What follows belongs to an exercise in optimizing a design on an open flow for small area; a production flow would make more cautious choices. In this exercise RTL edits were held to simulation tests only and were not proved equivalent to the original. Power figures rest on the tool's default switching activity, not on a simulated workload. The clock port is modelled as an ideal driver; clocking choices that lean on that would not hold on a real chip.

// node
module node(clk, rst, textfile, keyword, data_wr, key_en, result);
	input clk;
	input rst;
	input [31:0] textfile;
	input [31:0] keyword;
	input data_wr;
	input key_en;
	output [31:0] result;
	reg [2:0] ph;
	reg [1:0] cph;
	reg [127:0] kc;
	reg [255:0] kr;
	reg ken_d;
	reg eq_c;		 
	reg er;			 
	reg eqa, eqb;		 
	reg cur_valid;		 
	reg [1:0] cur_slot;	 
	reg a_valid, b_valid;
	reg [1:0] a_slot, b_slot;
	reg [1:0] nslots;	 
	wire kfirst = key_en & ~ken_d;
	wire kdone  = ken_d & ~key_en;
	wire full3  = a_valid & b_valid & cur_valid;
	wire align  = (cph == ph[1:0]);
	wire rot    = ~key_en & (full3 ? (cph != 2'd0) : align);
	wire mr = (kr[31:0] == kc[31:0]);
	wire cp = ~key_en & ~ken_d & align & (ph[2] ? (a_valid & ~b_valid) : ~a_valid);
	always @(posedge clk or negedge rst)
		if (!rst)
			ph <= 3'd0;
		else
			ph <= ph + 3'd1;
	always @(posedge clk) begin
		ken_d <= key_en;
		if (key_en | rot)
			kc <= {(key_en ? keyword : kc[31:0]), kc[127:32]};
		if (key_en)
			cph <= 2'd0;
		else if (rot)
			cph <= cph + 2'd1;
		if (key_en)
			eq_c <= (kfirst | eq_c) & (keyword == kc[31:0]);
		kr <= {(cp ? kc[31:0] : kr[31:0]), kr[255:32]};
		er <= ((ph[1:0] == 2'd0) | er) & mr;
		if (ph == 3'd3)
			eqa <= er & mr;
		if (ph == 3'd7)
			eqb <= er & mr;
	end
	wire hit_a = eqa & a_valid;
	wire hit_b = eqb & b_valid;
	wire [1:0] idx = cur_valid ? cur_slot : hit_a ? a_slot : hit_b ? b_slot : nslots;
	reg d1, d2, d3, d4;
	reg [7:0] p, q;
	always @(posedge clk) begin
		d1 <= data_wr;
		d2 <= d1;
		d3 <= d2;
		d4 <= d3;
		q <= textfile[31:24];
		p <= d2 ? q : textfile[23:16];
	end
	wire [7:0] b = data_wr ? textfile[7:0] : d1 ? textfile[15:8] : p;
	wire lv = data_wr | d1 | d2 | d3;
	wire sep = (b == 8'h00) || (b[7:4] == 4'h2) || (b == 8'h3a) || (b == 8'h3b) || (b == 8'h3f);
	reg [4:0] col;		 
  ...
Size in the first run: about 890 cells after synthesis, roughly 460 flip-flops, roughly 100 I/O pins, about 0.015 mm² of cells after synthesis.
Settings: LEC_CHECK=0, CAP_MARGIN=20, CORE_MARGIN=2, CORE_UTILIZATION=70, SLEW_MARGIN=20, SYNTH_MEMORY_MAX_BITS=8192; clock period 10.0 ns.
standard.sh (not shown) runs the stock make flow with config.mk's settings and CLKGATE_MAP_FILE= SYNTH_SCRIPT=/design/flow/synth_recipe.tcl, a recipe that flattens the netlist after the stock synthesis.
==> flow/flow/run.sh <==
#!/bin/bash
# Standard ORFS layout with three changes to how it is made:
#  - port buffers use the smallest buffer cell,
#  - buffers inserted by ABC are removed before placement (repair re-adds
#    any that timing or slew needs),
#  - CTS clusters more flip-flops per clock buffer and adds no dummy loads.
set -euo pipefail
export BUFFER_PORTS_ARGS="-buffer_cell sky130_fd_sc_hd__buf_1"
export REMOVE_ABC_BUFFERS=1
export CTS_ARGS="-sink_clustering_enable -repair_clock_nets -sink_clustering_size 50 -sink_clustering_max_diameter 50 -buf_list sky130_fd_sc_hd__clkbuf_16 -dont_use_dummy_load"
bash standard.sh synth > synth.log 2>&1
bash standard.sh finish > layout.log 2>&1
==> next run, changes <==
--- a/flow/flow/run.sh
+++ b/flow/flow/run.sh
@@ -10 +10 @@
-export CTS_ARGS="-sink_clustering_enable -repair_clock_nets -sink_clustering_size 50 -sink_clustering_max_diameter 50 -buf_list sky130_fd_sc_hd__clkbuf_16 -dont_use_dummy_load"
+export CTS_ARGS="-sink_clustering_enable -repair_clock_nets -sink_clustering_size 34 -sink_clustering_max_diameter 60 -buf_list sky130_fd_sc_hd__clkbuf_16 -dont_use_dummy_load"
Effect:
- The new run completed with no timing, DRC or antenna violations
- worst hold slack improved by 0.0042 ns
- clock skew is higher by 0.013 ns
- clock-buffer cell count went down by 12
- routed wire length drops by 3.5%
- area after synthesis stays the same
- global-route usage shrinks by 0.99 points
- power drops by about 6%
- design area is lower by about 1.9%
- maximum frequency rose by 0.41%
==> next run, changes <==
--- a/flow/flow/run.sh
+++ b/flow/flow/run.sh
@@ -10 +10 @@
-export CTS_ARGS="-sink_clustering_enable -repair_clock_nets -sink_clustering_size 34 -sink_clustering_max_diameter 60 -buf_list sky130_fd_sc_hd__clkbuf_16 -dont_use_dummy_load"
+export CTS_ARGS="-sink_clustering_enable -repair_clock_nets -sink_clustering_size 33 -sink_clustering_max_diameter 120 -buf_list sky130_fd_sc_hd__clkbuf_16 -dont_use_dummy_load"
CORE_UTILIZATION = 85   (was 70)
The changed run completed with no timing, DRC or antenna violations.
Die area is lower by 17%.
Synthesized cell count stays the same.
Final area decreases by 1.1%.
Combinational power increases by 11%.
Power rises by 0.77%.
Wire length came out higher by 41%.
Setup slack improves by 0.013 ns.
Non-clock buffer count stays the same.
Core utilization grows by 15 points.
Maximum frequency went up by 0.32%.
==> next run, changes <==
--- a/flow/flow/run.sh
+++ b/flow/flow/run.sh
@@ -10 +10 @@
-export CTS_ARGS="-sink_clustering_enable -repair_clock_nets -sink_clustering_size 33 -sink_clustering_max_diameter 120 -buf_list sky130_fd_sc_hd__clkbuf_16 -dont_use_dummy_load"
+export CTS_ARGS="-sink_clustering_enable -repair_clock_nets -sink_clustering_size 34 -sink_clustering_max_diameter 110 -buf_list sky130_fd_sc_hd__clkbuf_16 -dont_use_dummy_load"
CORE_UTILIZATION = 70   (was 85)
After rerunning: The new run completed without violations; routed wire length goes down by 30%; hold slack loses 0.021 ns; sequential cell count is unchanged; non-clock buffer count is unchanged.
==> next run, changes <==
--- a/flow/flow/run.sh
+++ b/flow/flow/run.sh
@@ -10 +10 @@
-export CTS_ARGS="-sink_clustering_enable -repair_clock_nets -sink_clustering_size 34 -sink_clustering_max_diameter 110 -buf_list sky130_fd_sc_hd__clkbuf_16 -dont_use_dummy_load"
+export CTS_ARGS="-sink_clustering_enable -repair_clock_nets -sink_clustering_size 32 -sink_clustering_max_diameter 120 -buf_list sky130_fd_sc_hd__clkbuf_16 -dont_use_dummy_load"
Result: The changed run completed without violations; setup slack improved by 0.030 ns; cell area hardly moves; sequential share of layout area came out lower by 0.11 points; total power came out higher slightly; hold slack got worse by 0.0060 ns; sequential power is about the same; die area stays the same; clock skew came out higher by 0.011 ns; global-route usage barely changes; non-clock buffer count is unchanged.
==> next run, changes <==
--- a/flow/flow/run.sh
+++ b/flow/flow/run.sh
@@ -10 +10 @@
-export CTS_ARGS="-sink_clustering_enable -repair_clock_nets -sink_clustering_size 32 -sink_clustering_max_diameter 120 -buf_list sky130_fd_sc_hd__clkbuf_16 -dont_use_dummy_load"
+export CTS_ARGS="-sink_clustering_enable -repair_clock_nets -sink_clustering_size 30 -sink_clustering_max_diameter 120 -buf_list sky130_fd_sc_hd__clkbuf_16 -dont_use_dummy_load"
After rerunning: Power is higher slightly. Via count increases slightly. Hold slack is about the same. Die area stays the same. Fmax fell slightly. Design area hardly moves.

## afterwards: timing with drivers on the ports
The results above use ideal ports. As a check the final layouts listed here were re-extracted and re-timed, cells and wires unchanged.
Step 1, drivers: a clkbuf_16 drives clk and a buf_2 each remaining input, both assumed.
Step 2 moves the port delays by t, midway between the first and last clock arrival at a register: inputs arrive t later, outputs are due t later. That takes back most of the time a late clock gives input paths.
Slacks: ideal ports / drivers / drivers and shift; pairs: ideal ports / drivers.
run	t (ns)	setup slack, ns	hold WS [ns]	worst setup path after step 2	worst register clock-pin slew, ns
the first run	0.548	5.932 / 5.957 / 5.408	0.286 / 0.286 / 0.286	input to register	0.09 / 0.09
the second run	0.573	5.949 / 5.969 / 5.396	0.290 / 0.290 / 0.290	input to register	0.11 / 0.11
the third run	0.545	5.962 / 5.980 / 5.434	0.314 / 0.314 / 0.314	input to register	0.12 / 0.12
the fourth run	0.542	5.931 / 5.948 / 5.406	0.294 / 0.294 / 0.294	input to register	0.12 / 0.12
the fifth run	0.556	5.961 / 5.984 / 5.427	0.288 / 0.288 / 0.288	input to register	0.12 / 0.12
the sixth run	0.569	5.948 / 5.969 / 5.401	0.287 / 0.287 / 0.287	input to register	0.11 / 0.11
After both steps every run listed still meets setup and hold. The setup slack of the second run, which loses most, moves by +0.020 ns with the drivers and by -0.553 ns with both steps.
